This is an optimization exercise on Yosys and OpenROAD, whose aim is small area, not a production implementation.
Only simulation tests tie the RTL to the original design; equivalence was not proved.
The clock cells of runs 2 to 5 come from the design's own scripts or RTL, not from TritonCTS.
The clock input has no modelled driver; a real chip could not lean on it and would need a root buffer or a full tree.
Power is estimated from default activity; no workload was simulated.

===== flow/design.v =====
module Debouncer (
	input  wire iClock,
	input  wire iReset_n,
	input  wire iBouncy,
	output wire oState
);
reg FF0, FF1n;
reg [6:0] Counter;
reg State;
wire FF1 = ~FF1n;
wire [6:0] s = Counter ^ 7'b0101010;
wire low_ones = &s[5:0];
wire CarryOut = s[6] & low_ones;
wire fb = ~(s[6] ^ s[5]) | low_ones;
always @(posedge iClock) begin
	if (!iReset_n) begin
		FF0 <= 1'b0;
		FF1n <= 1'b1;
	end else begin
		FF0 <= iBouncy;
		FF1n <= ~FF0;
	end
	if (!iReset_n || (FF1 ^ FF0))
		Counter <= 7'b1010100;
	else
		Counter <= {~Counter[5:0], fb};
	if (!iReset_n)
		State <= 1'b0;
	else if (CarryOut)
		State <= FF1;
end
assign oState = State;
endmodule
module controller (
	input        clk,
	input        reset_n,
	output [3:0] rowN,
	input  [3:0] columnN,
	output reg [3:0] key,
	output       ready
);
reg  [1:0] row;
reg  [8:0] counter;
wire [3:0] cold;
wire [8:0] cs = counter ^ 9'b010101010;
wire low_ones = &cs[7:0];
wire term = cs[8] & low_ones;
wire fb = ~(cs[8] ^ cs[4]) | low_ones;
assign ready = |cold;
assign rowN[0] = ~(row == 2'd0);
assign rowN[1] = ~(row == 2'd1);
assign rowN[2] = ~(row == 2'd2);
assign rowN[3] = ~(row == 2'd3);
always @(posedge clk)
	if (!reset_n) begin
		counter <= 9'b111010110;
		row <= 2'd0;
	end else if (term && !ready) begin
		counter <= 9'b111010110;
		row <= row + 2'd1;
	end else
		counter <= {~counter[7:0], fb};
wire single = (cold == 4'b0001) | (cold == 4'b0010) | (cold == 4'b0100) | (cold == 4'b1000);
wire [1:0] col = {cold[2] | cold[3], cold[1] | cold[3]};
reg  [3:0] code;
always @* begin
	case ({row, col})
		4'b00_00: code = 4'h1;
		4'b00_01: code = 4'h2;
		4'b00_10: code = 4'h3;
		4'b00_11: code = 4'hA;
		4'b01_00: code = 4'h4;
		4'b01_01: code = 4'h5;
		4'b01_10: code = 4'h6;
		4'b01_11: code = 4'hB;
		4'b10_00: code = 4'h7;
		4'b10_01: code = 4'h8;
		4'b10_10: code = 4'h9;
		4'b10_11: code = 4'hC;
		4'b11_00: code = 4'hF;
		4'b11_01: code = 4'h0;
		4'b11_10: code = 4'hE;
		default:  code = 4'hD;
	endcase
end
always @(posedge clk)
	if (!reset_n)
		key <= 4'b0000;
	else if (single)
		key <= code;
Debouncer d0 (.iClock(clk), .iReset_n(reset_n), .iBouncy(~columnN[0]), .oState(cold[0]));
Debouncer d1 (.iClock(clk), .iReset_n(reset_n), .iBouncy(~columnN[1]), .oState(cold[1]));
Debouncer d2 (.iClock(clk), .iReset_n(reset_n), .iBouncy(~columnN[2]), .oState(cold[2]));
Debouncer d3 (.iClock(clk), .iReset_n(reset_n), .iBouncy(~columnN[3]), .oState(cold[3]));
endmodule
module state(
	input logic clk,
	input logic [1:0] state,
	input logic [3:0] value,
	output logic passThrough,
	output logic [1:0] selector
	);
always @(posedge clk)
	casex({state,value})
		6'b 000xxx: {passThrough,selector} <= 3'b 100;
		6'b 00100x: {passThrough,selector} <= 3'b 100;
		6'b 001010: {passThrough,selector} <= 3'b 101;
		6'b 001011: {passThrough,selector} <= 3'b 101;
		6'b 001100: {passThrough,selector} <= 3'b 101;
		6'b 001101: {passThrough,selector} <= 3'b 000;
		6'b 001110: {passThrough,selector} <= 3'b 000;
		6'b 001111: {passThrough,selector} <= 3'b 100;
		6'b 010xxx: {passThrough,selector} <= 3'b 110;
		6'b 01100x: {passThrough,selector} <= 3'b 110;
		6'b 011010: {passThrough,selector} <= 3'b 101;
		6'b 011011: {passThrough,selector} <= 3'b 101;
		6'b 011100: {passThrough,selector} <= 3'b 101;
		6'b 011101: {passThrough,selector} <= 3'b 001;
		6'b 011110: {passThrough,selector} <= 3'b 001;
		6'b 011111: {passThrough,selector} <= 3'b 100;
		6'b 100xxx: {passThrough,selector} <= 3'b 110;
		6'b 10100x: {passThrough,selector} <= 3'b 110;
		6'b 101010: {passThrough,selector} <= 3'b 010;
		6'b 101011: {passThrough,selector} <= 3'b 010;
		6'b 101100: {passThrough,selector} <= 3'b 010;
		6'b 101101: {passThrough,selector} <= 3'b 011;
		6'b 101110: {passThrough,selector} <= 3'b 010;
		6'b 101111: {passThrough,selector} <= 3'b 100;
		6'b 110xxx: {passThrough,selector} <= 3'b 100;
		6'b 1110xx: {passThrough,selector} <= 3'b 100;
		6'b 11110x: {passThrough,selector} <= 3'b 011;
		6'b 111110: {passThrough,selector} <= 3'b 011;
		6'b 111111: {passThrough,selector} <= 3'b 100;
	endcase
endmodule
module filter(
	input logic clk,
	input logic reset,
	input logic released,
	input logic passThrough,
	input logic [1:0] selector,
	input logic [3:0] key,
	output logic [5:0] filtered
	);
logic released_q;
always_ff @(posedge clk)
	released_q <= released;
always_ff @(posedge clk)
	if (!reset)
		filtered <= 6'b 001111;
	else if (released & ~released_q & (passThrough | (selector == 2'b 11 && key == 4'b 1101)))
		filtered <= {selector,key};
endmodule
module memory(
    input logic clk,
    input logic enable,
    input logic reset,
    input logic [1:0] address,
    input logic [3:0] write,
    output logic [2:0][3:0] read
    );
always_ff @(posedge clk)
    if(!reset)
        read <= '1;
    else if(read[2] != 4'b 1111 & address == 2'b 00)
        read <= '1;
    else if (address != 2'b 11 && enable)
        read[address] <= write;
endmodule
module operator (
    input  logic       enable,
    input  logic [3:0] val0,
    input  logic [3:0] operation,
    input  logic [3:0] val1,
    output logic       negative,
    output logic [6:0] hex0,
    output logic [6:0] hex1
    );
wire en = enable;
wire [3:0] a = val0, b = val1, op = operation;
wire mul = op == 4'hA;
wire sub = op == 4'hB;
function [6:0] seg(input [3:0] x);
  case (x)
    4'd0: seg = 7'b1000000; 4'd1: seg = 7'b1111001; 4'd2: seg = 7'b0100100; 4'd3: seg = 7'b0110000;
    4'd4: seg = 7'b0011001; 4'd5: seg = 7'b0010010; 4'd6: seg = 7'b0000010; 4'd7: seg = 7'b1111000;
    4'd8: seg = 7'b0000000; 4'd9: seg = 7'b0010000; default: seg = 7'b1111111;
  endcase
endfunction
wire [3:0] bx = sub ? ~b : b;
wire [4:0] t = a + bx + sub;       
wire lt = sub & ~t[4];
wire [3:0] dn = ~t[3:0] + 4'd1;    
wire [4:0] as = lt ? {1'b0, dn} : sub ? {1'b0, t[3:0]} : t;
wire [7:0] p = a * b;
wire [7:0] V = mul ? p : {3'b0, as};
reg [7:0] bcd;
integer i;
always @* begin
  bcd = 0;
  for (i = 0; i < 8; i = i + 1) begin
    bcd = {bcd[6:0], V[7-i]};
    if (i < 7 && bcd[3:0] > 4) bcd[3:0] = bcd[3:0] + 3;
    if (i < 7 && bcd[7:4] > 4) bcd[7:4] = bcd[7:4] + 3;
  end
end
wire hib = ~en | (bcd[7:4] == 0) | lt;
assign hex0 = en ? seg(bcd[3:0]) : 7'h7f;
assign hex1 = hib ? 7'h7f : seg(bcd[7:4]);
assign negative = ~(en & lt);
endmodule
module calcDecoder7 (in, out);
    input [3:0] in;
    output [6:0] out;
    wire [15:0] m = 16'b1 << in;
    assign out[0] = ~(m[0] | m[2] | m[3] | m[5] | m[6] | m[7] | m[8] | m[9] | m[12]);
    assign out[1] = ~(m[0] | m[1] | m[2] | m[3] | m[4] | m[7] | m[8] | m[9] | m[10] | m[12]);
    assign out[2] = ~(m[0] | m[1] | m[3] | m[4] | m[5] | m[6] | m[7] | m[8] | m[9] | m[10] | m[12]);
    assign out[3] = ~(m[0] | m[2] | m[3] | m[5] | m[6] | m[8] | m[9]);
    assign out[4] = ~(m[0] | m[2] | m[6] | m[8] | m[10] | m[12]);
    assign out[5] = ~(m[0] | m[4] | m[5] | m[6] | m[8] | m[9] | m[10] | m[12]);
    assign out[6] = ~(m[2] | m[3] | m[4] | m[5] | m[6] | m[8] | m[9] | m[10] | m[11] | m[12]);
endmodule
module lights(
    input logic [2:0][3:0] values,
    output logic [7:0] LEDR,
    output logic [1:0] LEDG
    );
always_comb
    begin
        if (&values[1])
            LEDG = 0;
        else
            LEDG = {~&values[1][3:2],~&values[1][1:0]};
        if (~&values[0] && &values[1])
            LEDR = {values[0],4'b 0000};
        else if (&values[0] && ~&values[2])
            LEDR = {4'b 0000,values[0]};
        else if (~&values[0] && ~&values[2])
            LEDR = {values[0],values[2]};
        else
            LEDR = 8'b 00000000;
    end
endmodule
module alu(
	input logic	clk,
	input logic	reset,
	input logic released,
	input logic	[3:0] key,
	output logic [6:0] HEX0,
	output logic [6:0] HEX1,
	output logic [6:0] HEX2,
	output logic [6:0] HEX4,
	output logic [6:0] HEX5,
	output logic [6:0] HEX6,
	output logic [7:0] LEDG,
	output logic [7:0] LEDR
	);
wire negative;
wire passThrough;
wire [1:0] selector;
wire [5:0] filtered;
wire [2:0][3:0] values;
assign LEDG[6:2] = 5'b 00000;
assign LEDG[7] = released & ~(filtered[5] ^ filtered[4]);
state	s0(
	.clk(clk),
	.state(filtered[5:4]),
	.value(key),
	.selector(selector),
	.passThrough(passThrough)
	);
filter f0(
	.clk(clk),
	.reset(reset),
	.released(released),
	.passThrough(passThrough),
	.selector(selector),
	.key(key),
	.filtered(filtered)
	);
memory m0(
	.clk(clk),
	.enable(passThrough),
	.reset(reset),
	.address(filtered[5:4]),
	.write(filtered[3:0]),
	.read(values)
	);
operator	op0(
	.enable(&filtered[5:4]),
	.val0(values[0]),
	.val1(values[2]),
	.operation(values[1]),
	.hex0(HEX0),
	.hex1(HEX1),
	.negative(negative)
	);
assign HEX2 = {negative, 6'b111111};
calcDecoder7 cd3(
	.in(values[2]),
	.out(HEX4)
	);
calcDecoder7 cd4(
	.in(values[1]),
	.out(HEX5)
	);
calcDecoder7 cd5(
	.in(values[0]),
	.out(HEX6)
	);
lights L0(
	.values(values),
	.LEDR(LEDR),
	.LEDG(LEDG[1:0])
	);
endmodule
module system(
	input logic CLOCK_50,
	input logic RESET_N,
	input logic KEY0,
	input logic [3:0] COLUMN_N,
	output logic [3:0] ROW_N,
	output logic [7:0] LEDG,
	output logic [7:0] LEDR,
	output logic [6:0] HEX0,
	output logic [6:0] HEX1,
	output logic [6:0] HEX2,
	output logic [6:0] HEX4,
	output logic [6:0] HEX5,
	output logic [6:0] HEX6
	);
wire ready;
wire [3:0] key;
controller c0 (
	.clk(CLOCK_50),
	.reset_n(RESET_N),
	.rowN(ROW_N),
	.columnN(COLUMN_N),
	.key(key),
	.ready(ready)
	);
alu a0(
	.clk(CLOCK_50),
	.reset(RESET_N & (~&key | ~KEY0)),
	.released(~ready),
	.key(key),
	.HEX0(HEX0),
	.HEX1(HEX1),
	.HEX2(HEX2),
	.HEX4(HEX4),
	.HEX5(HEX5),
	.HEX6(HEX6),
	.LEDR(LEDR),
	.LEDG(LEDG)
	);
endmodule

===== flow/flow/run.sh =====
#!/bin/bash
# Standard ORFS layout with: area-oriented synthesis mapping (my_synth.tcl),
# small port buffers, and a clock tree without dummy loads.
set -euo pipefail
HERE=$(pwd)
export FLOW_FLOW_ABC_SCRIPT=$HERE/flow/area.abc
bash standard.sh \
  SYNTH_SCRIPT=$HERE/flow/my_synth.tcl \
  "BUFFER_PORTS_ARGS=-buffer_cell sky130_fd_sc_hd__buf_1" \
  "CTS_ARGS=-sink_clustering_enable -repair_clock_nets -dont_use_dummy_load -buf_list {sky130_fd_sc_hd__clkbuf_2 sky130_fd_sc_hd__clkbuf_4 sky130_fd_sc_hd__clkbuf_8}" \
  finish > flow_make.log 2>&1

===== flow/flow/area.abc =====
strash
 balance
 rewrite
 refactor
 balance
 rewrite
 rewrite -z
 balance
 refactor -z
 rewrite -z
 balance
 balance -l
 resub -K 6 -l
 rewrite -l
 resub -K 6 -N 2 -l
 refactor -l
 resub -K 8 -l
 balance -l
 resub -K 8 -N 2 -l
 rewrite -l
 resub -K 10 -l
 rewrite -z -l
 resub -K 10 -N 2 -l
 balance -l
 resub -K 12 -l
 refactor -z -l
 resub -K 12 -N 2 -l
 rewrite -z -l
 balance -l
 &get -n
 &deepsyn -T 30
 &put
 dch -f
 amap
 topo
 stime -c

===== flow/flow/my_synth.tcl =====
# The standard flow's synthesis (synth_recipe.tcl), with two changes to the mapping only:
# no full/half-adder extraction, and an area-oriented ABC script.
# Registers are inferred and mapped exactly as in the standard synthesis.
proc synth {args} { yosys synth -nofsm -noshare {*}$args }
proc extract_fa {args} { puts "extract_fa skipped" }
proc abc {args} {
  set i [lsearch -exact $args -script]
  if { $i >= 0 } { lset args [expr { $i + 1 }] $::env(FLOW_FLOW_ABC_SCRIPT) }
  yosys abc {*}$args
}
source $::env(SCRIPTS_DIR)/synth.tcl
# left out here: clear keep_hierarchy, flatten, clean up, hide names made inside functions, write 1_2_yosys.v

===== flow/standard.sh =====
#!/bin/bash
# synth_recipe.tcl (not shown) runs the flow's synth.tcl, then flattens the netlist and writes it again
# the make line also repeats each setting of config.mk as NAME=value (left out here)
make -C /OpenROAD-flow-scripts/flow DESIGN_CONFIG=/design/flow/config.mk WORK_HOME=/design/flow/orfs CLKGATE_MAP_FILE= SYNTH_SCRIPT=/design/flow/synth_recipe.tcl "${@:-finish}"

===== flow/config.mk =====
export PLATFORM = sky130hd
export DESIGN_NAME = system
export DESIGN_NICKNAME = system
export VERILOG_FILES = /design/flow/design.v
export SDC_FILE = /design/flow/constraint.sdc
export NUM_CORES = 4
export LEC_CHECK = 0
export CAP_MARGIN = 20
export CORE_MARGIN = 2
export CORE_UTILIZATION = 40
export SLEW_MARGIN = 20

===== flow/constraint.sdc =====
create_clock -name core_clock -period 12.0 [get_ports {CLOCK_50}]
set_input_delay 2.4000 -clock core_clock [delete_from_list [all_inputs] [get_ports {CLOCK_50}]]
set_output_delay 2.4000 -clock core_clock [all_outputs]
set_load 0.01 [all_outputs]

==> results of run 1 <==
[routing by layer]
layer  share of wire  vias up  global-route usage
li1                -     2010                   -
met2            0.44      107              0.2911
met4           0.020        0             0.06667
met5               0        -                   0
met3           0.053       14             0.04339
met1            0.49     1676              0.2353
[layout make-up]
cell class	count	area, um2
clock buffers	9	123.9
repair buffers	57	214.0
flip-flops and latches	77	1541
well taps	129	161.4
multi-input cells	396	2042
inverters	67	251.5
fillers	967	4994
[registers in the layout, summed over array words and instances, names as in the netlist, 4 cells and up]
signal	flops
c0.d3.Counter	7
c0.d2.Counter	7
c0.key	4
a0.f0.filtered	6
a0.m0.read	12
c0.d0.Counter	7
c0.counter	9
c0.d1.Counter	7
[cells by family after synthesis]
group,count (synthesis),synth area share
flip-flops,77,0.3961
XOR/XNOR,4,0.009002
AO/OA/AOI/OAI,163,0.2714
AND/OR/NAND/NOR,218,0.2338
buffers and inverters,79,0.08778
other,2,0.001930
[worst paths after layout]
check	end	depth (start not counted)
max reg2reg	a0.f0.filtered[4]$_SDFFE_PN0P_	7
max	HEX0[3]	44
min	c0.counter[6]$_SDFF_PP1_	1
min reg2reg	c0.counter[6]$_SDFF_PP1_	1
[power by group]
part / switching (mW) / internal (mW) / total, mW / leakage (nW)
sequential: 0.0279 / 0.281 / 0.309 / 0.633
clock: 0.0785 / 0.0669 / 0.145 / 0.0647
combinational: 0.462 / 0.227 / 0.689 / 0.871
[metrics by stage]
step	worst slack, ns	instance area, um2	std cells
after floorplan	2.872	3925	552
after global placement	2.124	4210	726
after detailed placement	1.802	4210	726
after CTS	1.367	4334	735
after global routing	0.07610	4334	735
final	1.269	4334	735
[placed cells by master (no fill, tap or decap), types with 16 or more instances in the layout]
cell / instances
nor2_1: 107
dfxtp_1: 77
nand2_1: 69
clkinv_1: 67
buf_1: 57
o21ai_0: 46
a21oi_1: 32
nor3_1: 18
o221ai_1: 17
o22ai_1: 16
[cell usage after synthesis, drive strengths merged, types with 2 or more instances]
| library cell | instances | area [um2] |
|---|---|---|
| buf | 12 | 90.09 |
| a311oi | 5 | 43.79 |
| nand4 | 2 | 12.51 |
| or2 | 4 | 25.02 |
| nand2 | 69 | 259.0 |
| o31a | 2 | 17.52 |
| a31oi | 5 | 31.28 |
| o221a | 3 | 33.78 |
| clkinv | 67 | 251.5 |
| a211oi | 6 | 45.04 |
| or3 | 2 | 12.51 |
| conb | 2 | 7.510 |
| a221oi | 3 | 26.28 |
| nor3 | 18 | 90.09 |
| a22oi | 5 | 37.54 |
| nand3 | 2 | 10.01 |
| nand2b | 2 | 12.51 |
| o21ai | 46 | 230.2 |
| nor2b | 4 | 25.02 |
| o22a | 2 | 17.52 |
| o221ai | 17 | 148.9 |
| o22ai | 16 | 100.1 |
| xor2 | 4 | 35.03 |
| nand4b | 4 | 35.03 |
| o21a | 10 | 75.07 |
| dfxtp | 77 | 1541 |
| nor2 | 107 | 401.6 |
| o31ai | 4 | 30.03 |
| a21oi | 32 | 160.2 |
==> qor.txt, run 1 <==
# hold bufs at CTS: 0
Max-slew headroom: 0.5155
Largest net degree at the start of global routing: 20
Total power: 1.144 mW
Via count: 3,807
R2R setup slack: 9.28 ns
Fraction of layout instances using a drive strength above 1: 0.01485
Hpwl dp: 6.930 mm
Clk latency of the worst-skew pair: 0.35 ns
Status: finished clean
Gr usage total: 0.1805
TNS Setup: 0 ns
Core area: 9328 um2
Post-synth EDFFs: 0
CP required: 9.60 ns
Deepest clock path buffer count: 2
Power Dens Cells: 263.9 nW/um2
Total Die Area: 10,530 um2
Synthesized cell area: 3891 um2
Antenna diodes: 0
Critical path's most frequent cell: nor2_1
Clock Pin Slew Worst Setup and Hold Paths: 0.08 ns
Clock root buffer: clkbuf_8
Synth Area per Inst: 7.166 um2
Crit path max-delay family: simple AND/OR/NAND/NOR gates
# setup viols final: 0
Fmax: 0.09319 GHz
Iter 0 DRT Violations: 177
Crit path largest cell delay: 0.49 ns
CTS tree: built
CP Capture Type: output pin
Hold Slack: 0.3564 ns
Hold Path Class: reg -> reg
RSZ-0062 raised after global routing: no
Vias in the first global route: 3,506
Die height: 102.6 um
WP data arrival: 8.33 ns
Initial antenna violation count: 0
Final net count: 615
Antenna viol nets, final: 0
Synth Warn #: 7
Hold_sp: c0.counter[5]$_SDFF_PP0_
Post-layout util: 0.4647
FFs w/ async S/R, synth: 0
Post-CTS sizing: 0
GPL Wtd Cong: 0.8594
Setup repair bufs after CTS: 0
Crit-path slowest cell: dfxtp_1
Sequential cell area fraction in the yosys report: 0.3961
Routed wire per std cell: 12.06 um
Leak: 1.569 nW
Clock skew: 0.02516 ns
Tmin final: 10.73 ns
CP Launch Type: register
Top_reg_cell synth: dfxtp_1
VDD IR max: 0.09065 mV
Post-synthesis register bit count: 77
Critical Setup Path Class: reg -> out
Fin. max-slew vios: 0
Io pins: 69
Netlist cell types: 40
Num rows: 35
Congestion Overflow GR: 0
Period utilization: 0.8943
Max cap viols: 0
H-tree levels: 3
DRC: 0
Syn Inst Count: 543
Drt pass-1 iters: 5
Post-Route WL: 8.864 mm
P&R area growth vs syn: 11.38%
Worst Path Buf+Inv: 7
Initial core utilization: 0.4172
Die width: 102.6 um
Crit Reg-Reg Startpoint: c0.d1.State$_SDFFE_PN0P_
Clk sinks: 77
Vias per inst: 5.180
First-pass GRT wire length: 15.32 mm
Crit path from: a0.m0.read[10]$_SDFFE_PP1P_
Total CTS buffers: 9
Final Hold Viols: 0
CP Max Fanout: 10
# port buffers: 57
Worst-margin pin slew: 0.7212 ns
==> run 2: changes to the inputs <==
==> flow/flow/run.sh (replaced) <==
#!/bin/bash
# Standard ORFS layout with: area-oriented synthesis mapping (my_synth.tcl),
# small port buffers, and a one-level clock tree (cts_pre.tcl).
set -euo pipefail
HERE=$(pwd)
export FLOW_FLOW_ABC_SCRIPT=$HERE/flow/area.abc
bash standard.sh \
  SYNTH_SCRIPT=$HERE/flow/my_synth.tcl \
  "BUFFER_PORTS_ARGS=-buffer_cell sky130_fd_sc_hd__buf_1" \
  PRE_CTS_TCL=$HERE/flow/cts_pre.tcl \
  finish > flow_make.log 2>&1
==> flow/flow/cts_pre.tcl (new file) <==
# Sourced by ORFS's cts.tcl just before clock tree synthesis (PRE_CTS_TCL).
# Replaces TritonCTS with a one-level tree: the clock port drives three
# clkbuf_16 buffers, each driving one placement cluster of flip-flops.
source [file join [file dirname [info script]] my_cts.tcl]
proc clock_tree_synthesis { args } {
  my_clock_tree 3 sky130_fd_sc_hd__clkbuf_16
  set_propagated_clock [all_clocks]
}
==> flow/flow/my_cts.tcl (new file) <==
# Clock tree: the clock port drives a few clock buffers directly, each
# buffer drives one cluster of flip-flops (k-means on their placement).
# Every flip-flop sits behind exactly one buffer of the same type.
proc my_clock_tree { nclusters bufcell } {
  set block [ord::get_db_block]
  set db [ord::get_db]
  set clknet [$block findNet CLOCK_50]
  set sinks {}
  foreach it [$clknet getITerms] {
    if { [$it isInputSignal] } { lappend sinks $it }
  }
  set n [llength $sinks]
  set xs {}; set ys {}
  foreach it $sinks {
    set inst [$it getInst]
    set bb [$inst getBBox]
    lappend xs [expr { ([$bb xMin] + [$bb xMax]) / 2.0 }]
    lappend ys [expr { ([$bb yMin] + [$bb yMax]) / 2.0 }]
  }
  # k-means, deterministic start: sinks sorted by angle around the centroid
  set cx 0.0; set cy 0.0
  for {set i 0} {$i < $n} {incr i} { set cx [expr {$cx + [lindex $xs $i]}]; set cy [expr {$cy + [lindex $ys $i]}] }
  set cx [expr {$cx / $n}]; set cy [expr {$cy / $n}]
  set order {}
  for {set i 0} {$i < $n} {incr i} {
    lappend order [list $i [expr {atan2([lindex $ys $i] - $cy, [lindex $xs $i] - $cx)}]]
  }
  set order [lsort -real -index 1 $order]
  set assign [lrepeat $n 0]
  for {set k 0} {$k < $n} {incr k} {
    lset assign [lindex $order $k 0] [expr {$k * $nclusters / $n}]
  }
  for {set iter 0} {$iter < 50} {incr iter} {
    set mx [lrepeat $nclusters 0.0]; set my [lrepeat $nclusters 0.0]; set mc [lrepeat $nclusters 0]
    for {set i 0} {$i < $n} {incr i} {
      set c [lindex $assign $i]
      lset mx $c [expr {[lindex $mx $c] + [lindex $xs $i]}]
      lset my $c [expr {[lindex $my $c] + [lindex $ys $i]}]
      lset mc $c [expr {[lindex $mc $c] + 1}]
    }
    for {set c 0} {$c < $nclusters} {incr c} {
      if {[lindex $mc $c] > 0} {
        lset mx $c [expr {[lindex $mx $c] / [lindex $mc $c]}]
        lset my $c [expr {[lindex $my $c] / [lindex $mc $c]}]
      }
    }
    # balanced assignment: each cluster takes at most ceil(n/k) sinks, greedy by distance
    set cap [expr {($n + $nclusters - 1) / $nclusters}]
    set pairs {}
    for {set i 0} {$i < $n} {incr i} {
      for {set c 0} {$c < $nclusters} {incr c} {
        set d [expr {abs([lindex $xs $i] - [lindex $mx $c]) + abs([lindex $ys $i] - [lindex $my $c])}]
        lappend pairs [list $d $i $c]
      }
    }
    set pairs [lsort -real -index 0 $pairs]
    set newassign [lrepeat $n -1]
    set cnt [lrepeat $nclusters 0]
    foreach p $pairs {
      lassign $p d i c
      if {[lindex $newassign $i] >= 0} continue
      if {[lindex $cnt $c] >= $cap} continue
      lset newassign $i $c
      lset cnt $c [expr {[lindex $cnt $c] + 1}]
    }
    if {$newassign == $assign} break
    set assign $newassign
  }
  set master [$db findMaster $bufcell]
  for {set c 0} {$c < $nclusters} {incr c} {
    set inst [odb::dbInst_create $block $master "clkbuf_leaf_$c"]
    set net [odb::dbNet_create $block "clknet_leaf_$c"]
    $net setSigType CLOCK
    [$inst findITerm A] connect $clknet
    [$inst findITerm X] connect $net
    $inst setLocation [expr {int([lindex $mx $c])}] [expr {int([lindex $my $c])}]
    $inst setPlacementStatus PLACED
  }
  for {set i 0} {$i < $n} {incr i} {
    set it [lindex $sinks $i]
    set net [$block findNet "clknet_leaf_[lindex $assign $i]"]
    $it disconnect
    $it connect $net
  }
  puts "my_clock_tree: $n sinks in $nclusters clusters of $bufcell"
}
==> run 2 against run 1 <==
Against the previous run:
- fmax increased by 1.8%
- critical path type unchanged
- first-iteration DRC count decreased by 23%
- sequential cell count did not move
==> qor.txt, run 2 <==
Via count: 3,780 (was 3,807)
Synth Warn #: 7 (unchanged)
# setup viols final: 0 (unchanged)
Netlist cell types: 40 (unchanged)
Period utilization: 0.8785 (was 0.8943)
Final net count: 609 (was 615)
CP Launch Type: register (unchanged)
Syn Inst Count: 543 (unchanged)
First-pass GRT wire length: 15.07 mm (was 15.32 mm)
Fmax: 0.09486 GHz (was 0.09319 GHz)
# hold bufs at CTS: 0 (unchanged)
CP required: 9.60 ns (about the same)
CP Capture Type: output pin (unchanged)
WP data arrival: 8.14 ns (was 8.33 ns)
Worst-margin pin slew: 0.7208 ns (was 0.7212 ns)
Synth Area per Inst: 7.166 um2 (unchanged)
Max reg flops: 12 (unchanged)
Hold Path Class: reg -> reg (unchanged)
Top post-synthesis cells by area: dfxtp_1, nor2_1, nand2_1 (unchanged)
Met3 Use GR: 0.008136 (was 0.04339)
Hold Slack: 0.3861 ns (was 0.3564 ns)
Final Hold Viols: 0 (unchanged)
Most frequent cells in the layout: nor2_1, dfxtp_1, nand2_1, clkinv_1, buf_1 (unchanged)
Post-CTS sizing: 0 (unchanged)
Status: finished clean (unchanged)
GPL Wtd Cong: 0.8594 (unchanged)
Gr usage total: 0.1668 (was 0.1805)
Synth cell count leaders: nor2_1, dfxtp_1, nand2_1 (unchanged)
Yosys top cell area share: 0.3961 (unchanged)
Leading area contributor after synthesis: dfxtp_1 (unchanged)
# port buffers: 57 (unchanged)
TNS Setup: 0 ns (unchanged)
Clock skew: 0.009195 ns (was 0.02516 ns)
Congestion Overflow GR: 0 (unchanged)
Max-slew headroom: 0.5158 (was 0.5155)
Antenna diodes: 0 (unchanged)
Non-Filler Instances: 729 (was 735)
Initial antenna violation count: 0 (unchanged)
Largest net degree at the start of global routing: 27 (was 20)
Register area: 1541 um2 (unchanged)
Top_reg_cell synth: dfxtp_1 (unchanged)
VDD IR max: 0.09027 mV (was 0.09065 mV)
Synthesized cell area: 3891 um2 (unchanged)
Vias in the first global route: 3,450 (was 3,506)
Vias per inst: 5.185 (was 5.180)
Io pins: 69 (unchanged)
FFs w/ async S/R, synth: 0 (unchanged)
Setup repair bufs after CTS: 0 (unchanged)
Iter 0 DRT Violations: 136 (was 177)
Num rows: 35 (unchanged)
Top Usage Layer GRT: met2 (unchanged)
Max cap viols: 0 (unchanged)
Drt pass-1 iters: 5 (unchanged)
P&R area growth vs syn: 10.13% (was 11.38%)
Post-Route WL: 8.672 mm (was 8.864 mm)
Tmin final: 10.54 ns (was 10.73 ns)
Largest registers: a0.m0.read (12), c0.counter (9) (unchanged)
Die height: 102.6 um (unchanged)
Clock Pin Slew Worst Setup and Hold Paths: 0.09 ns (was 0.08 ns)
Crit path largest cell delay: 0.49 ns (about the same)
RSZ-0062 raised after global routing: no (unchanged)
Critical path's most frequent cell: nor2_1 (unchanged)
Routed wire per std cell: 11.90 um (was 12.06 um)
Initial core utilization: 0.4172 (unchanged)
Grt met1 use: 0.2311 (was 0.2353)
Fin. max-slew vios: 0 (unchanged)
Antenna viol nets, final: 0 (unchanged)
Multi-input gate area: 2042 um2 (unchanged)
Post-synth EDFFs: 0 (unchanged)
Fraction of layout instances using a drive strength above 1: 0.005000 (was 0.01485)
Clk latency of the worst-skew pair: 0.16 ns (was 0.35 ns)
Commonest non-fill, non-tap cell in the layout: nor2_1 (unchanged)
Place WS: 1.802 ns (unchanged)
Post-synthesis register bit count: 77 (unchanged)
Die width: 102.6 um (unchanged)
Fillcell total: 965 (was 967)
Crit-path slowest cell: dfxtp_1 (unchanged)
Count leader, synth: nor2_1 (unchanged)
Sequential cell area fraction in the yosys report: 0.3961 (unchanged)
Leak: 1.541 nW (was 1.569 nW)
Critical Setup Path Class: reg -> out (unchanged)
DRC: 0 (unchanged)
Total Die Area: 10,530 um2 (unchanged)
Top reg by flops: a0.m0.read (unchanged)
Hpwl dp: 6.930 mm (unchanged)
Cells after DPL: 726 (unchanged)
Met2 Usage GRT: 0.2941 (was 0.2911)
CP Max Fanout: 10 (unchanged)
Power Dens Cells: 257.7 nW/um2 (was 263.9 nW/um2)
Core area: 9328 um2 (unchanged)
Worst Slack Setup Final: 1.458 ns (was 1.269 ns)
run 2: changes by cell type in the layout (fill, tap and decap cells not counted):
cell and change:
clkbuf_8 -9, clkbuf_16 +3
run 2: report_power, final:
group / leakage [nW] / internal (mW) / total (mW) / switching [mW]
clock: 0.0370 / 0.0459 / 0.107 / 0.0607
combinational: 0.871 / 0.227 / 0.688 / 0.461
sequential: 0.633 / 0.281 / 0.309 / 0.0283
total: 1.54 / 0.554 / 1.10 / 0.550
run 2: per-layer routing:
metal	part of all wire	wire [um]	vias to the layer above
met5	0	0	-
met4	0.016	138	0
met3	0.048	412	11
met2	0.45	3881	110
met1	0.49	4240	1665
li1	-	-	1994
run 2: logic make-up (layout without fill, tap and decap cells):
family	after synthesis	after routing	share of synthesized area
other	2	11	0.001930
flip-flops	77	77	0.3961
XOR/XNOR	4	4	0.009002
buffers and inverters	79	127	0.08778
AO/OA/AOI/OAI	163	163	0.2714
AND/OR/NAND/NOR	218	218	0.2338
run 2: path summary, 6_finish.rpt:
check	start	endpoint	slack (ns)	cells after the start
setup / recovery	a0.m0.read[10]$_SDFFE_PP1P_	HEX0[3]	1.46	44
setup reg to reg	c0.d3.State$_SDFFE_PN0P_	a0.f0.filtered[4]$_SDFFE_PN0P_	9.29	7
hold reg to reg	c0.d0.Counter[3]$_SDFF_PP0_	c0.d0.Counter[4]$_SDFF_PP1_	0.39	1
hold / removal	c0.d0.Counter[3]$_SDFF_PP0_	c0.d0.Counter[4]$_SDFF_PP1_	0.39	1
run 2: critical path, delay by kind of cell (launching register included):
| family | cells | cell delay [ns] |
|---|---|---|
| flip-flops | 1 | 0.49 |
| AND/OR/NAND/NOR | 23 | 3.44 |
| buffers and inverters | 7 | 1.22 |
| AO/OA/AOI/OAI | 14 | 2.83 |
run 2: per-stage QoR:
| step | instance area (um2) | total power, mW | utilization |
|---|---|---|---|
| after floorplan | 3925 | 0.8470 | - |
| after global routing | 4285 | 1.227 | 0.4594 |
| after CTS | 4285 | 1.100 | 0.4594 |
| after detailed placement | 4210 | 0.9914 | 0.4514 |
| after global placement | 4210 | 0.9790 | 0.4514 |
| final | 4285 | 1.104 | 0.4594 |
run 2: cell type report:
class                           instances  share of cell area
Timing Repair Buffer                   57             0.04993
Buffer                                  3             0.01752
Sequential cell                        77              0.3597
Multi-Input combinational cell        396              0.4765
Inverter                               67             0.05869
Tap cell                              129             0.03766
==> run 3: changes to the inputs <==
--- a/flow/design.v
+++ b/flow/design.v
@@ -143,13 +143,20 @@
 	output logic [5:0] filtered
 	);
 logic released_q;
+logic [1:0] state_q;
+logic [3:0] key_n;	 
 always_ff @(posedge clk)
 	released_q <= released;
 always_ff @(posedge clk)
-	if (!reset)
-		filtered <= 6'b 001111;
-	else if (released & ~released_q & (passThrough | (selector == 2'b 11 && key == 4'b 1101)))
-		filtered <= {selector,key};
+	if (!reset) begin
+		state_q <= 2'b 00;
+		key_n <= 4'b 0000;
+	end
+	else if (released & ~released_q & (passThrough | (selector == 2'b 11 && key == 4'b 1101))) begin
+		state_q <= selector;
+		key_n <= ~key;
+	end
+assign filtered = {state_q, ~key_n};
 endmodule
 module memory(
     input logic clk,
@@ -192,7 +199,21 @@
 wire lt = sub & ~t[4];
 wire [3:0] dn = ~t[3:0] + 4'd1;    
 wire [4:0] as = lt ? {1'b0, dn} : sub ? {1'b0, t[3:0]} : t;
-wire [7:0] p = a * b;
+function [1:0] fa(input x, y, z); fa = {(x & y) | (x & z) | (y & z), x ^ y ^ z}; endfunction
+wire [3:0] pp0 = a & {4{b[0]}}, pp1 = a & {4{b[1]}}, pp2 = a & {4{b[2]}}, pp3 = a & {4{b[3]}};
+wire [1:0] s10 = fa(pp0[1], pp1[0], 1'b0);
+wire [1:0] s11 = fa(pp0[2], pp1[1], s10[1]);
+wire [1:0] s12 = fa(pp0[3], pp1[2], s11[1]);
+wire [1:0] s13 = fa(1'b0, pp1[3], s12[1]);
+wire [1:0] s20 = fa(s11[0], pp2[0], 1'b0);
+wire [1:0] s21 = fa(s12[0], pp2[1], s20[1]);
+wire [1:0] s22 = fa(s13[0], pp2[2], s21[1]);
+wire [1:0] s23 = fa(s13[1], pp2[3], s22[1]);
+wire [1:0] s30 = fa(s21[0], pp3[0], 1'b0);
+wire [1:0] s31 = fa(s22[0], pp3[1], s30[1]);
+wire [1:0] s32 = fa(s23[0], pp3[2], s31[1]);
+wire [1:0] s33 = fa(s23[1], pp3[3], s32[1]);
+wire [7:0] p = {s33[1], s33[0], s32[0], s31[0], s30[0], s20[0], s10[0], pp0[0]};
 wire [7:0] V = mul ? p : {3'b0, as};
 reg [7:0] bcd;
 integer i;
--- a/flow/flow/run.sh
+++ b/flow/flow/run.sh
@@ -3,7 +3,7 @@
 # small port buffers, and a one-level clock tree (cts_pre.tcl).
 set -euo pipefail
 HERE=$(pwd)
-export FLOW_FLOW_ABC_SCRIPT=$HERE/flow/area.abc
+export FLOW_FLOW_DIR=$HERE/flow
 bash standard.sh \
   SYNTH_SCRIPT=$HERE/flow/my_synth.tcl \
   "BUFFER_PORTS_ARGS=-buffer_cell sky130_fd_sc_hd__buf_1" \
==> flow/flow/abc_a.script (new file) <==
strash
balance
rewrite
refactor
balance
rewrite
rewrite -z
balance
refactor -z
rewrite -z
balance
balance -l
resub -K 6 -l
rewrite -l
resub -K 6 -N 2 -l
refactor -l
resub -K 8 -l
balance -l
resub -K 8 -N 2 -l
rewrite -l
resub -K 10 -l
rewrite -z -l
resub -K 10 -N 2 -l
balance -l
resub -K 12 -l
refactor -z -l
resub -K 12 -N 2 -l
rewrite -z -l
balance -l
dch -f
amap
topo
stime -c
==> flow/flow/abc_d1.script (new file) <==
strash
balance
rewrite
refactor
balance
rewrite
rewrite -z
balance
refactor -z
rewrite -z
balance
balance -l
resub -K 6 -l
rewrite -l
resub -K 6 -N 2 -l
refactor -l
resub -K 8 -l
balance -l
resub -K 8 -N 2 -l
rewrite -l
resub -K 10 -l
rewrite -z -l
resub -K 10 -N 2 -l
balance -l
resub -K 12 -l
refactor -z -l
resub -K 12 -N 2 -l
rewrite -z -l
balance -l
&get -n
&deepsyn -T 30 -S 1
&put
dch -f
amap
topo
stime -c
==> flow/flow/abc_d2.script (new file) <==
strash
balance
rewrite
refactor
balance
rewrite
rewrite -z
balance
refactor -z
rewrite -z
balance
balance -l
resub -K 6 -l
rewrite -l
resub -K 6 -N 2 -l
refactor -l
resub -K 8 -l
balance -l
resub -K 8 -N 2 -l
rewrite -l
resub -K 10 -l
rewrite -z -l
resub -K 10 -N 2 -l
balance -l
resub -K 12 -l
refactor -z -l
resub -K 12 -N 2 -l
rewrite -z -l
balance -l
&get -n
&deepsyn -T 30 -S 2
&put
dch -f
amap
topo
stime -c
==> flow/flow/abc_d3.script (new file) <==
strash
balance
rewrite
refactor
balance
rewrite
rewrite -z
balance
refactor -z
rewrite -z
balance
balance -l
resub -K 6 -l
rewrite -l
resub -K 6 -N 2 -l
refactor -l
resub -K 8 -l
balance -l
resub -K 8 -N 2 -l
rewrite -l
resub -K 10 -l
rewrite -z -l
resub -K 10 -N 2 -l
balance -l
resub -K 12 -l
refactor -z -l
resub -K 12 -N 2 -l
rewrite -z -l
balance -l
&get -n
&deepsyn -T 30 -S 3
&put
dch -f
amap
topo
stime -c
==> flow/flow/my_synth.tcl (replaced) <==
# The standard flow's synthesis (synth_recipe.tcl), with changes to the combinational
# mapping only: no full/half-adder extraction, and area-oriented ABC
# scripts, of which the one giving the smallest area is kept.
# Registers are inferred and mapped exactly as in the standard synthesis.
proc synth {args} { yosys synth -nofsm -noshare {*}$args }
proc extract_fa {args} { puts "extract_fa skipped" }
proc abc {args} {
  set i [lsearch -exact $args -script]
  set dir $::env(FLOW_FLOW_DIR)
  set libs {}
  foreach lib $::env(LIB_FILES) { lappend libs -liberty $lib }
  yosys design -save pre_abc
  set best_area 1e30
  set best ""
  foreach s {abc_a abc_d1 abc_d2 abc_d3} {
    yosys design -load pre_abc
    lset args [expr { $i + 1 }] [file join $dir $s.script]
    yosys abc {*}$args
    set rpt [file join $::env(OBJECTS_DIR) abc_try_$s.txt]
    yosys tee -q -o $rpt stat {*}$libs
    set fh [open $rpt r]
    set txt [read $fh]
    close $fh
    if { [regexp {Chip area for module '[^']*': ([0-9.]+)} $txt -> area] } {
      puts "abc script $s: area $area"
      if { $area < $best_area } {
        set best_area $area
        set best $s
        yosys design -save best_abc
      }
    }
  }
  puts "abc script kept: $best (area $best_area)"
  yosys design -load best_abc
}
source $::env(SCRIPTS_DIR)/synth.tcl
# left out here: clear keep_hierarchy, flatten, clean up, hide names made inside functions, write 1_2_yosys.v
removed: flow/flow/area.abc
==> run 3 against run 2 <==
Against the previous run:
- area after synthesis up 1.2%
- worst setup slack worse by 0.19 ns
- combinational power down 8.4%
- core utilization down 1.1 points
- largest cell class unchanged
- fmax down 1.7%
- still clean on timing, DRC and antenna
- first-iteration DRC count up 6.6%
- clock skew down 0.0017 ns
==> qor.txt, run 3 <==
Status: finished clean (unchanged)
Io pins: 69 (unchanged)
Total power: 1.055 mW (was 1.104 mW)
Internal: 533.7 uW (was 554.2 uW)
Sw Ratio: 0.4941 (was 0.4982)
Sequential power share: 0.300 (was 0.280)
CP Max Fanout: 11 (was 10)
Synth Area in Compound Gates: 0.2551 (was 0.2714)
Synthesized cell area: 3939 um2 (was 3891 um2)
Core area: 9684 um2 (was 9328 um2)
Gr usage total: 0.1676 (was 0.1668)
Num rows: 36 (was 35)
Routed wire per std cell: 12.44 um (was 11.90 um)
# port buffers: 57 (unchanged)
Post-CTS sizing: 0 (unchanged)
Largest registers: a0.m0.read (12), c0.counter (9) (unchanged)
Top_reg_cell synth: dfxtp_1 (unchanged)
XOR/XNOR Fraction of Synth Area: 0.008895 (was 0.009003)
Critical Setup Path Class: reg -> out (unchanged)
Post-synth EDFFs: 0 (unchanged)
Hold Path Class: reg -> reg (unchanged)
Max cap viols: 0 (unchanged)
Total Die Area: 10,660 um2 (was 10,530 um2)
Clock skew: 0.007531 ns (was 0.009195 ns)
Netlist cell types: 37 (was 40)
Clk network pwr share: 0.103 (was 0.097)
Post-Route WL: 9.279 mm (was 8.672 mm)
Antenna viol nets, final: 0 (unchanged)
Congestion Overflow GR: 0 (unchanged)
CP required: 9.60 ns (about the same)
Top post-synthesis cells by area: dfxtp_1, nor2_1, nand2_1 (unchanged)
Synth Warn #: 7 (unchanged)
Yosys top cell area share: 0.3914 (was 0.3961)
Critical path's most frequent cell: nor2_1 (unchanged)
Leading area contributor after synthesis: dfxtp_1 (unchanged)
Final net count: 622 (was 609)
Count leader, synth: nor2_1 (unchanged)
Hpwl dp: 7.305 mm (was 6.930 mm)
Worst-margin pin slew: 0.7003 ns (was 0.7208 ns)
Vias in the first global route: 3,422 (was 3,450)
Combinational family with the most area after synthesis: simple AND/OR/NAND/NOR gates (was compound AO/OA/AOI/OAI gates)
Simple-gate area share of the yosys netlist: 0.2665 (was 0.2338)
Die height: 103.2 um (was 102.6 um)
CP Launch Type: register (unchanged)
GPL Wtd Cong: 0.9395 (was 0.8594)
Synth cell count leaders: nor2_1, dfxtp_1, nand2_1 (unchanged)
# hold bufs at CTS: 0 (unchanged)
FFs w/ async S/R, synth: 0 (unchanged)
Final Hold Viols: 0 (unchanged)
P&R area growth vs syn: 10.26% (was 10.13%)
Initial antenna violation count: 0 (unchanged)
Most frequent cells in the layout: nor2_1, dfxtp_1, nand2_1, buf_1, clkinv_1 (was nor2_1, dfxtp_1, nand2_1, clkinv_1, buf_1)
Mux contribution to synthesized area: 0 (unchanged)
Synth Area in Adders: 0 (unchanged)
Synth Area per Inst: 7.097 um2 (was 7.166 um2)
Max-slew headroom: 0.5296 (was 0.5158)
Commonest non-fill, non-tap cell in the layout: nor2_1 (unchanged)
Net Sw Power: 521.3 uW (was 550.2 uW)
Via count: 3,918 (was 3,780)
Period utilization: 0.8940 (was 0.8785)
Crit-path slowest cell: dfxtp_1 (unchanged)
Vias per inst: 5.252 (was 5.185)
RSZ-0062 raised after global routing: no (unchanged)
Antenna diodes: 0 (unchanged)
# setup viols final: 0 (unchanged)
Sequential cell area fraction in the yosys report: 0.3914 (was 0.3961)
DRC: 0 (unchanged)
Fmax: 0.09322 GHz (was 0.09486 GHz)
VDD IR max: 0.1176 mV (was 0.09027 mV)
Post-synthesis register bit count: 77 (unchanged)
Fin. max-slew vios: 0 (unchanged)
Syn Inst Count: 555 (was 543)
Clock Pin Slew Worst Setup and Hold Paths: 0.09 ns (about the same)
Top reg by flops: a0.m0.read (unchanged)
Clk latency of the worst-skew pair: 0.16 ns (about the same)
Setup repair bufs after CTS: 0 (unchanged)
Initial core utilization: 0.4067 (was 0.4172)
Fraction of layout instances using a drive strength above 1: 0.006525 (was 0.005000)
Crit path largest cell delay: 0.51 ns (was 0.49 ns)
CP Capture Type: output pin (unchanged)
Max reg flops: 12 (unchanged)
Power Dens Cells: 242.9 nW/um2 (was 257.7 nW/um2)
Die width: 103.2 um (was 102.6 um)
TNS Setup: 0 ns (unchanged)
Tmin final: 10.73 ns (was 10.54 ns)
Iter 0 DRT Violations: 145 (was 136)
Largest net degree at the start of global routing: 27 (unchanged)
Leak: 1.576 nW (was 1.541 nW)
Comb pwr share: 0.597 (was 0.623)
Drt pass-1 iters: 4 (was 5)
WP data arrival: 8.33 ns (was 8.14 ns)
First-pass GRT wire length: 15.06 mm (was 15.07 mm)
-- run 3: cell types whose count changed in the layout (fill, tap and decap cells not counted), moves of 3 or more --
| cell | previous run | this run |
|---|---|---|
| a21oi_1 | 32 | 36 |
| a211oi_1 | 6 | 10 |
| nor3_1 | 18 | 28 |
| clkinv_1 | 67 | 56 |
| o32ai_1 | 1 | 4 |
| nand2_1 | 69 | 59 |
| o22ai_1 | 16 | 11 |
| nor2_1 | 107 | 131 |
| o21ai_0 | 46 | 43 |
-- run 3: worst max-delay path, delay by kind of cell (launching register included) --
family          cells  cell delay (ns)
compound gates     19             3.29
simple gates       25             3.49
flops               1             0.51
buf+inv             5             0.91
-- run 3: kinds of logic after synthesis --
kind of cell | count (synthesis)
compound gates | 157
xor+xnor | 4
buf+inv | 68
flops | 77
other cells | 2
simple gates | 247
-- run 3: stage by stage --
| stage | area [um2] | cells | hold WS (ns) | utilization | worst slack [ns] |
|---|---|---|---|---|---|
| floorplan | 3973 | 564 | 0.3524 | - | 2.659 |
| global placement | 4263 | 742 | 0.3576 | 0.4402 | 1.914 |
| detailed placement | 4263 | 742 | 0.3662 | 0.4402 | 1.592 |
| CTS | 4338 | 745 | 0.3890 | 0.4479 | 1.371 |
| global route | 4343 | 746 | 0.3983 | 0.4485 | 0.05522 |
| finish | 4343 | 746 | 0.3870 | 0.4485 | 1.272 |
-- run 3: final cells by class --
cell class / instances / area, um2
Multi-Input combinational cell: 419 / 2131
Fill cell: 1004 / 5341
Sequential cell: 77 / 1541
Tap cell: 133 / 166.4
Timing Repair Buffer: 58 / 219.0
Buffer: 3 / 75.07
Inverter: 56 / 210.2
-- run 3: worst paths after layout --
| check | end | start | slack, ns | depth (start not counted) |
|---|---|---|---|---|
| min | c0.d3.Counter[4]$_SDFF_PP1_ | c0.d3.Counter[3]$_SDFF_PP0_ | 0.39 | 1 |
| max reg2reg | a0.m0.read[10]$_SDFFE_PP1P_ | a0.m0.read[9]$_SDFFE_PP1P_ | 9.67 | 6 |
| max | HEX1[3] | a0.m0.read[2]$_SDFFE_PP1P_ | 1.27 | 49 |
| min reg2reg | c0.d3.Counter[4]$_SDFF_PP1_ | c0.d3.Counter[3]$_SDFF_PP0_ | 0.39 | 1 |
-- run 3: routing by layer --
metal,GRT usage,vias to the layer above,share of wire
li1,-,2050,-
met1,0.2096,1783,0.45
met2,0.3267,75,0.50
met3,0.006720,10,0.034
met4,0.02126,0,0.013
met5,0,-,0
-- run 3: power groups by stage --
stage / registers [mW] / clock network (mW) / logic [mW]
finish: 0.317 / 0.109 / 0.630
global route: 0.321 / 0.121 / 0.718
CTS: 0.316 / 0.113 / 0.625
detailed placement: 0.322 / 0 / 0.622
global placement: 0.321 / 0 / 0.614
floorplan: 0.311 / 0 / 0.483
==> run 4: changes to the inputs <==
--- a/flow/flow/run.sh
+++ b/flow/flow/run.sh
@@ -7,5 +7,6 @@
 bash standard.sh \
   SYNTH_SCRIPT=$HERE/flow/my_synth.tcl \
   "BUFFER_PORTS_ARGS=-buffer_cell sky130_fd_sc_hd__buf_1" \
+  SKIP_REPAIR_TIE_FANOUT=1 \
   PRE_CTS_TCL=$HERE/flow/cts_pre.tcl \
   finish > flow_make.log 2>&1
==> run 4 against run 3 <==
Against the previous run:
- critical path depth grew 1
- worst hold slack lost 0.0092 ns
- register-to-register slack lost 0.26 ns
- core utilization shrank 0.40 points
- fmax grew 0.12%
- cell count shrank 1.3%
- power shrank 0.42%
- combinational power is essentially flat
- sequential power is essentially flat
- clock power is essentially flat
- first-iteration DRC count shrank 18%
- sequential cell count is the same
- critical path type unchanged
- largest power group unchanged
- highest routed layer unchanged
==> qor.txt, run 4 <==
Vias in the first global route: 3,585 (was 3,422)
Hold Path Class: reg -> reg (unchanged)
Antenna viol nets, final: 0 (unchanged)
Total Die Area: 10,660 um2 (unchanged)
Final net count: 612 (was 622)
CP Max Fanout: 11 (unchanged)
CP Launch Type: register (unchanged)
Post-CTS sizing: 0 (unchanged)
Synth Warn #: 7 (unchanged)
R2R setup slack: 9.41 ns (was 9.67 ns)
Syn Inst Count: 555 (unchanged)
Largest registers: a0.m0.read (12), c0.counter (9) (unchanged)
Initial antenna violation count: 0 (unchanged)
Post-synthesis register bit count: 77 (unchanged)
Clock skew: 0.009873 ns (was 0.007531 ns)
Commonest non-fill, non-tap cell in the layout: nor2_1 (unchanged)
Most frequent cells in the layout: nor2_1, dfxtp_1, nand2_1, buf_1, clkinv_1 (unchanged)
Core area: 9684 um2 (unchanged)
Io pins: 69 (unchanged)
GPL Wtd Cong: 0.9281 (was 0.9395)
First-pass GRT wire length: 15.30 mm (was 15.06 mm)
Gr usage total: 0.1712 (was 0.1676)
Top_reg_cell synth: dfxtp_1 (unchanged)
# hold bufs at CTS: 0 (unchanged)
Antenna diodes: 0 (unchanged)
Max-slew headroom: 0.3538 (was 0.5296)
Via count: 3,904 (was 3,918)
Critical Setup Path Class: reg -> out (unchanged)
Max cap viols: 0 (unchanged)
Iter 0 DRT Violations: 119 (was 145)
Fraction of layout instances using a drive strength above 1: 0.004975 (was 0.006525)
VDD IR max: 0.1021 mV (was 0.1176 mV)
Largest net degree at the start of global routing: 27 (unchanged)
Synthesized cell area: 3939 um2 (unchanged)
Yosys top cell area share: 0.3914 (unchanged)
DRC: 0 (unchanged)
Sequential cell area fraction in the yosys report: 0.3914 (unchanged)
Crit-path slowest cell: dfxtp_1 (unchanged)
Post-synth EDFFs: 0 (unchanged)
Leading area contributor after synthesis: dfxtp_1 (unchanged)
Congestion Overflow GR: 0 (unchanged)
Power Dens Cells: 244.1 nW/um2 (was 242.9 nW/um2)
Cells after DPL: 733 (was 742)
Max reg flops: 12 (unchanged)
Synth cell count leaders: nor2_1, dfxtp_1, nand2_1 (unchanged)
Critical path's most frequent cell: nor2_1 (unchanged)
Crit path largest cell delay: 0.49 ns (was 0.51 ns)
Routed wire per std cell: 12.58 um (was 12.44 um)
RSZ-0062 raised after global routing: no (unchanged)
Tmin final: 10.71 ns (was 10.73 ns)
Top post-synthesis cells by area: dfxtp_1, nor2_1, nand2_1 (unchanged)
Final Hold Viols: 0 (unchanged)
Synth Area per Inst: 7.097 um2 (unchanged)
Num rows: 36 (unchanged)
Clk latency of the worst-skew pair: 0.16 ns (about the same)
Netlist cell types: 37 (unchanged)
FFs w/ async S/R, synth: 0 (unchanged)
Status: finished clean (unchanged)
Leak: 1.543 nW (was 1.576 nW)
Die height: 103.2 um (unchanged)
Die width: 103.2 um (unchanged)
Drt pass-1 iters: 4 (unchanged)
Period utilization: 0.8929 (was 0.8940)
Clock Pin Slew Worst Setup and Hold Paths: 0.10 ns (was 0.09 ns)
Non-Filler Instances: 736 (was 746)
Fmax: 0.09333 GHz (was 0.09322 GHz)
Fin. max-slew vios: 0 (unchanged)
CP Capture Type: output pin (unchanged)
TNS Setup: 0 ns (unchanged)
Count leader, synth: nor2_1 (unchanged)
CP required: 9.60 ns (about the same)
Worst-margin pin slew: 0.9620 ns (was 0.7003 ns)
# port buffers: 57 (unchanged)
Top reg by flops: a0.m0.read (unchanged)
# setup viols final: 0 (unchanged)
Vias per inst: 5.304 (was 5.252)
Post-Route WL: 9.262 mm (was 9.279 mm)
Initial core utilization: 0.4067 (unchanged)
Setup repair bufs after CTS: 0 (unchanged)
WP data arrival: 8.31 ns (was 8.33 ns)
Hpwl dp: 7.370 mm (was 7.305 mm)
P&R area growth vs syn: 9.276% (was 10.26%)
run 4: changes by cell type in the layout (fill, tap and decap cells not counted):
cell | before | now
conb_1 | 11 | 2
clkbuf_2 | 1 | 0
run 4: final cells by class:
| class | instances | area (um2) |
|---|---|---|
| Fill cell | 1010 | 5380 |
| Tap cell | 133 | 166.4 |
| Sequential cell | 77 | 1541 |
| Multi-Input combinational cell | 410 | 2097 |
| Inverter | 56 | 210.2 |
| Timing Repair Buffer | 57 | 214.0 |
| Buffer | 3 | 75.07 |
run 4: cells by family (layout without fill, tap and decap cells):
logic type | Yosys count | count (layout) | share of synthesized area
other | 2 | 2 | 0.001907
AO/OA/AOI/OAI | 157 | 157 | 0.2551
XOR/XNOR | 4 | 4 | 0.008894
buffers and inverters | 68 | 116 | 0.07624
AND/OR/NAND/NOR | 247 | 247 | 0.2665
flip-flops | 77 | 77 | 0.3914
run 4: worst paths after layout:
| check | from | end | cells after the start |
|---|---|---|---|
| worst min register to register | c0.d0.Counter[3]$_SDFF_PP0_ | c0.d0.Counter[4]$_SDFF_PP1_ | 1 |
| worst max register to register | c0.key[1]$_SDFFE_PN0P_ | a0.f0.state_q[1]$_SDFFE_PN0P_ | 6 |
| worst min-delay path | c0.d0.Counter[3]$_SDFF_PP0_ | c0.d0.Counter[4]$_SDFF_PP1_ | 1 |
| worst max-delay path | a0.m0.read[2]$_SDFFE_PP1P_ | HEX0[3] | 50 |
run 4: critical path, delay by kind of cell, from the launching register on:
kind | cells | cell delay [ns]
buffers and inverters | 4 | 0.77
AND/OR/NAND/NOR | 29 | 4.14
flip-flops | 1 | 0.49
AO/OA/AOI/OAI | 17 | 2.74
run 4: metal layers:
layer  wire length, um  GRT usage  up-vias
li1                  -          -     2042
met1              4206     0.2049     1794
met2              4663     0.3342       50
met3               199   0.009409       18
met4               193    0.03846        0
met5                 0          0        -
run 4: stage by stage:
step	instance area, um2	hold slack, ns	worst slack, ns	total power, mW	util
2_1_floorplan	3939	0.3524	2.659	0.7940	-
3_3_place_gp	4229	0.3610	1.926	0.9374	0.4367
3_5_place_dp	4229	0.3650	1.594	0.9436	0.4367
4_1_cts	4304	0.3854	1.361	1.051	0.4444
5_1_grt	4304	0.3907	0.07712	1.159	0.4444
6_report	4304	0.3778	1.285	1.051	0.4444
run 4: where the power goes:
part	internal (mW)	total, mW	leakage (nW)	switching (mW)
sequential	0.282	0.316	0.633	0.0339
clock	0.0460	0.108	0.0370	0.0618
combinational	0.205	0.627	0.873	0.422
total	0.533	1.05	1.54	0.518
==> run 5: changes to the inputs <==
==> flow/flow/my_synth.tcl (replaced) <==
# The standard flow's synthesis (synth_recipe.tcl), with changes to the combinational
# mapping only: no full/half-adder extraction, and an area-oriented ABC
# script (AIG rewriting, &deepsyn, area mapping) run with several random
# seeds, of which the one giving the smallest cell area is kept.
# Registers are inferred and mapped exactly as in the standard synthesis.
proc synth {args} { yosys synth -nofsm -noshare {*}$args }
proc extract_fa {args} { puts "extract_fa skipped" }

set ::abc_pre "strash
balance; rewrite; refactor; balance; rewrite; rewrite -z; balance; refactor -z; rewrite -z; balance
balance -l; resub -K 6 -l; rewrite -l; resub -K 6 -N 2 -l; refactor -l; resub -K 8 -l; balance -l; resub -K 8 -N 2 -l; rewrite -l; resub -K 10 -l; rewrite -z -l; resub -K 10 -N 2 -l; balance -l; resub -K 12 -l; refactor -z -l; resub -K 12 -N 2 -l; rewrite -z -l; balance -l"
set ::abc_post "dch -f
amap
topo
stime -c"

proc abc_script { name body } {
  set f [file join $::env(OBJECTS_DIR) $name.script]
  set fh [open $f w]
  puts $fh $body
  close $fh
  return $f
}

proc abc {args} {
  set i [lsearch -exact $args -script]
  set libs {}
  foreach lib $::env(LIB_FILES) { lappend libs -liberty $lib }
  set scripts [list [abc_script abc_plain "$::abc_pre\n$::abc_post"]]
  for {set s 0} {$s < 16} {incr s} {
    lappend scripts [abc_script abc_seed$s "$::abc_pre\n&get -n\n&deepsyn -J 20 -T 60 -S $s\n&put\n$::abc_post"]
  }
  yosys design -save pre_abc
  set best_area 1e30
  set best ""
  foreach script $scripts {
    yosys design -load pre_abc
    lset args [expr { $i + 1 }] $script
    yosys abc {*}$args
    set rpt [file join $::env(OBJECTS_DIR) abc_area.txt]
    yosys tee -q -o $rpt stat {*}$libs
    set fh [open $rpt r]
    set txt [read $fh]
    close $fh
    if { [regexp {Chip area for module '[^']*': ([0-9.]+)} $txt -> area] } {
      puts "abc [file tail $script]: area $area"
      if { $area < $best_area } {
        set best_area $area
        set best $script
        yosys design -save best_abc
      }
    }
  }
  puts "abc kept: [file tail $best] (area $best_area)"
  yosys design -load best_abc
}

source $::env(SCRIPTS_DIR)/synth.tcl
# left out here: clear keep_hierarchy, flatten, clean up, hide names made inside functions, write 1_2_yosys.v
removed: flow/flow/abc_a.script
removed: flow/flow/abc_d1.script
removed: flow/flow/abc_d2.script
removed: flow/flow/abc_d3.script
==> run 5 against run 4 <==
Against the previous run:
- wire length shrank 5.0%
- area after synthesis down 1.7%
- first-iteration DRC count up 13%
- global-route usage fell by 0.51 points
- critical path depth unchanged
- register-to-register slack gained 0.12 ns
- die area is 1.6% lower
- clock skew fell by 0.0015 ns
- sequential cell count unchanged
==> qor.txt, run 5 <==
Status: finished clean (unchanged)
Post-synth EDFFs: 0 (unchanged)
Final Hold Viols: 0 (unchanged)
Drt pass-1 iters: 5 (was 4)
Hpwl dp: 6.903 mm (was 7.370 mm)
Combinational family with the most area after synthesis: compound AO/OA/AOI/OAI gates (was simple AND/OR/NAND/NOR gates)
Die width: 102.4 um (was 103.2 um)
DRC: 0 (unchanged)
Multi-input gate area: 2043 um2 (was 2097 um2)
Fillcell total: 963 (was 1,010)
Fraction of layout instances using a drive strength above 1: 0.006745 (was 0.004975)
Place WS: 1.765 ns (was 1.594 ns)
RSZ-0062 raised after global routing: no (unchanged)
Via count: 3,762 (was 3,904)
Synth Area in Adders: 0 (unchanged)
P&R area growth vs syn: 9.434% (was 9.276%)
# hold bufs at CTS: 0 (unchanged)
Vias per inst: 5.211 (was 5.304)
Commonest non-fill, non-tap cell in the layout: nor2_1 (unchanged)
Initial antenna violation count: 0 (unchanged)
Hold Slack: 0.3878 ns (was 0.3778 ns)
Setup repair bufs after CTS: 0 (unchanged)
Critical Setup Path Class: reg -> out (unchanged)
DP Area: 4158 um2 (was 4229 um2)
Simple-gate area share of the yosys netlist: 0.2481 (was 0.2665)
TNS Setup: 0 ns (unchanged)
Core area: 9328 um2 (was 9684 um2)
Post-layout util: 0.4543 (was 0.4444)
Cells after DPL: 719 (was 733)
Syn Inst Count: 545 (was 555)
# port buffers: 57 (unchanged)
Top_reg_cell synth: dfxtp_1 (unchanged)
Fmax: 0.09490 GHz (was 0.09333 GHz)
Crit-path slowest cell: dfxtp_1 (unchanged)
Antenna diodes: 0 (unchanged)
Clock Pin Slew Worst Setup and Hold Paths: 0.10 ns (about the same)
Mux contribution to synthesized area: 0 (unchanged)
Antenna viol nets, final: 0 (unchanged)
R2R setup slack: 9.53 ns (was 9.41 ns)
Iter 0 DRT Violations: 134 (was 119)
Post-Layout Inst Area: 4238 um2 (was 4304 um2)
CP Capture Type: output pin (unchanged)
Worst Slack Setup Final: 1.462 ns (was 1.285 ns)
Synth Warn #: 7 (unchanged)
Post-Route WL: 8.803 mm (was 9.262 mm)
Gr usage total: 0.1660 (was 0.1712)
Max reg flops: 12 (unchanged)
CP Max Fanout: 10 (was 11)
Initial core utilization: 0.4152 (was 0.4067)
CP Launch Type: register (unchanged)
Io pins: 69 (unchanged)
Post-synthesis register bit count: 77 (unchanged)
Largest registers: a0.m0.read (12), c0.counter (9) (unchanged)
CP required: 9.60 ns (about the same)
Power Dens Cells: 249.1 nW/um2 (was 244.1 nW/um2)
Period utilization: 0.8782 (was 0.8929)
Vias in the first global route: 3,259 (was 3,585)
Clk latency of the worst-skew pair: 0.16 ns (about the same)
Sequential cell area fraction in the yosys report: 0.3981 (was 0.3914)
Clock skew: 0.008332 ns (was 0.009873 ns)
Critical path's most frequent cell: nor2_1 (unchanged)
Synth Area in Compound Gates: 0.2672 (was 0.2551)
Non-Filler Instances: 722 (was 736)
Leading area contributor after synthesis: dfxtp_1 (unchanged)
WP data arrival: 8.14 ns (was 8.31 ns)
Synth Area per Inst: 7.105 um2 (was 7.097 um2)
Worst-margin pin slew: 0.6775 ns (was 0.9620 ns)
Crit path largest cell delay: 0.42 ns (was 0.49 ns)
Most frequent cells in the layout: nor2_1, dfxtp_1, nand2_1, buf_1, clkinv_1 (unchanged)
Tmin final: 10.54 ns (was 10.71 ns)
Fin. max-slew vios: 0 (unchanged)
First-pass GRT wire length: 14.66 mm (was 15.30 mm)
Congestion Overflow GR: 0 (unchanged)
Max-slew headroom: 0.5449 (was 0.3538)
Post-CTS sizing: 0 (unchanged)
Num rows: 35 (was 36)
GPL Wtd Cong: 0.8436 (was 0.9281)
Final net count: 602 (was 612)
VDD IR max: 0.09507 mV (was 0.1021 mV)
Yosys top cell area share: 0.3981 (was 0.3914)
Synthesized cell area: 3872 um2 (was 3939 um2)
Register area: 1541 um2 (unchanged)
XOR/XNOR Fraction of Synth Area: 0.009047 (was 0.008895)
Total Die Area: 10,480 um2 (was 10,660 um2)
Total power: 1.056 mW (was 1.051 mW)
Top post-synthesis cells by area: dfxtp_1, nor2_1, o21ai_0 (was dfxtp_1, nor2_1, nand2_1)
Count leader, synth: nor2_1 (unchanged)
# setup viols final: 0 (unchanged)
Die height: 102.4 um (was 103.2 um)
Max cap viols: 0 (unchanged)
Netlist cell types: 34 (was 37)
Top reg by flops: a0.m0.read (unchanged)
FFs w/ async S/R, synth: 0 (unchanged)
Hold Path Class: reg -> reg (unchanged)
Routed wire per std cell: 12.19 um (was 12.58 um)
Synth cell count leaders: nor2_1, dfxtp_1, nand2_1 (unchanged)
Leak: 1.519 nW (was 1.543 nW)
Largest net degree at the start of global routing: 27 (unchanged)
[run 5: changes by cell type in the layout (fill, tap and decap cells not counted), sizes merged, moves of 3 or more]
cell,change
nor2,-11
nor3,-10
nand2,+7
o21ai,+7
or3,+5
a21oi,+4
a31oi,-4
o32ai,-4
nand3,+3
o22ai,+3
[run 5: path summary, 6_finish.rpt]
check,startpoint,end,cells past startpoint
max,a0.m0.read[1]$_SDFFE_PP1P_,HEX0[3],50
min,c0.counter[7]$_SDFF_PP1_,c0.counter[8]$_SDFF_PP1_,1
max reg2reg,c0.key[0]$_SDFFE_PN0P_,a0.f0.state_q[1]$_SDFFE_PN0P_,8
min reg2reg,c0.counter[7]$_SDFF_PP1_,c0.counter[8]$_SDFF_PP1_,1
[run 5: cell type report]
type	instances	area share
Timing Repair Buffer	57	0.05049
Inverter	54	0.04783
Tap cell	129	0.03809
Sequential cell	77	0.3637
Buffer	3	0.01771
Multi-Input combinational cell	402	0.4821
[run 5: logic make-up after synthesis]
group	after synthesis
and+or+nand+nor	231
xor gates and xnor gates	4
AOI/OAI and AO/OA	165
other	2
buffers and inverters	66
DFF	77
[run 5: where the power goes]
group	internal (mW)	switching, mW
registers	0.281	0.0291
logic	0.210	0.426
clock network	0.0461	0.0638
[run 5: critical path: cells and delay by family, from the launching register on]
kind	cells	cell delay, ns
AO/OA/AOI/OAI	19	3.43
buffers and inverters	6	0.93
flip-flops	1	0.42
AND/OR/NAND/NOR	25	3.21
[run 5: per-layer routing]
| layer | global-route usage | up-vias | share of wire |
|---|---|---|---|
| li1 | - | 1994 | - |
| met1 | 0.2337 | 1690 | 0.49 |
| met2 | 0.2940 | 71 | 0.46 |
| met3 | 0.009576 | 7 | 0.040 |
| met4 | 0.01231 | 0 | 0.0077 |
| met5 | 0 | - | 0 |

-- afterwards: timing with drivers on the ports --
How much do the figures lean on ideal ports? The routed layouts below were timed once more, with nothing changed but the port constraints.
Step 1, drivers: a clkbuf_16 drives CLOCK_50 and a buf_2 each remaining input, both assumed.
Step 2 adds t to the input delays and takes it off the output delays; t is the mean of the earliest and latest rising clock arrival at the registers after step 1. Input paths then give back, and output paths get back, about the clock's delay inside the block.
a / b / c = no drivers / after step 1 / after step 2; a / b = the first two.
| run | shift t [ns] | slack for setup (ns) | worst setup path after step 2 | worst data-port slew with drivers (ns) | cell pins on the clock port's net |
|---|---|---|---|---|---|
| run 1 | 0.365 | 1.269 / 1.239 / 1.604 | register to output | 0.03 | 1 |
| run 2 | 0.209 | 1.458 / 1.402 / 1.611 | register to output | 0.03 | 3 |
| run 3 | 0.214 | 1.272 / 1.214 / 1.428 | register to output | 0.03 | 3 |
| run 4 | 0.213 | 1.285 / 1.228 / 1.441 | register to output | 0.03 | 3 |
| run 5 | 0.217 | 1.462 / 1.401 / 1.619 | register to output | 0.03 | 3 |
After both steps every run listed still meets setup and hold.
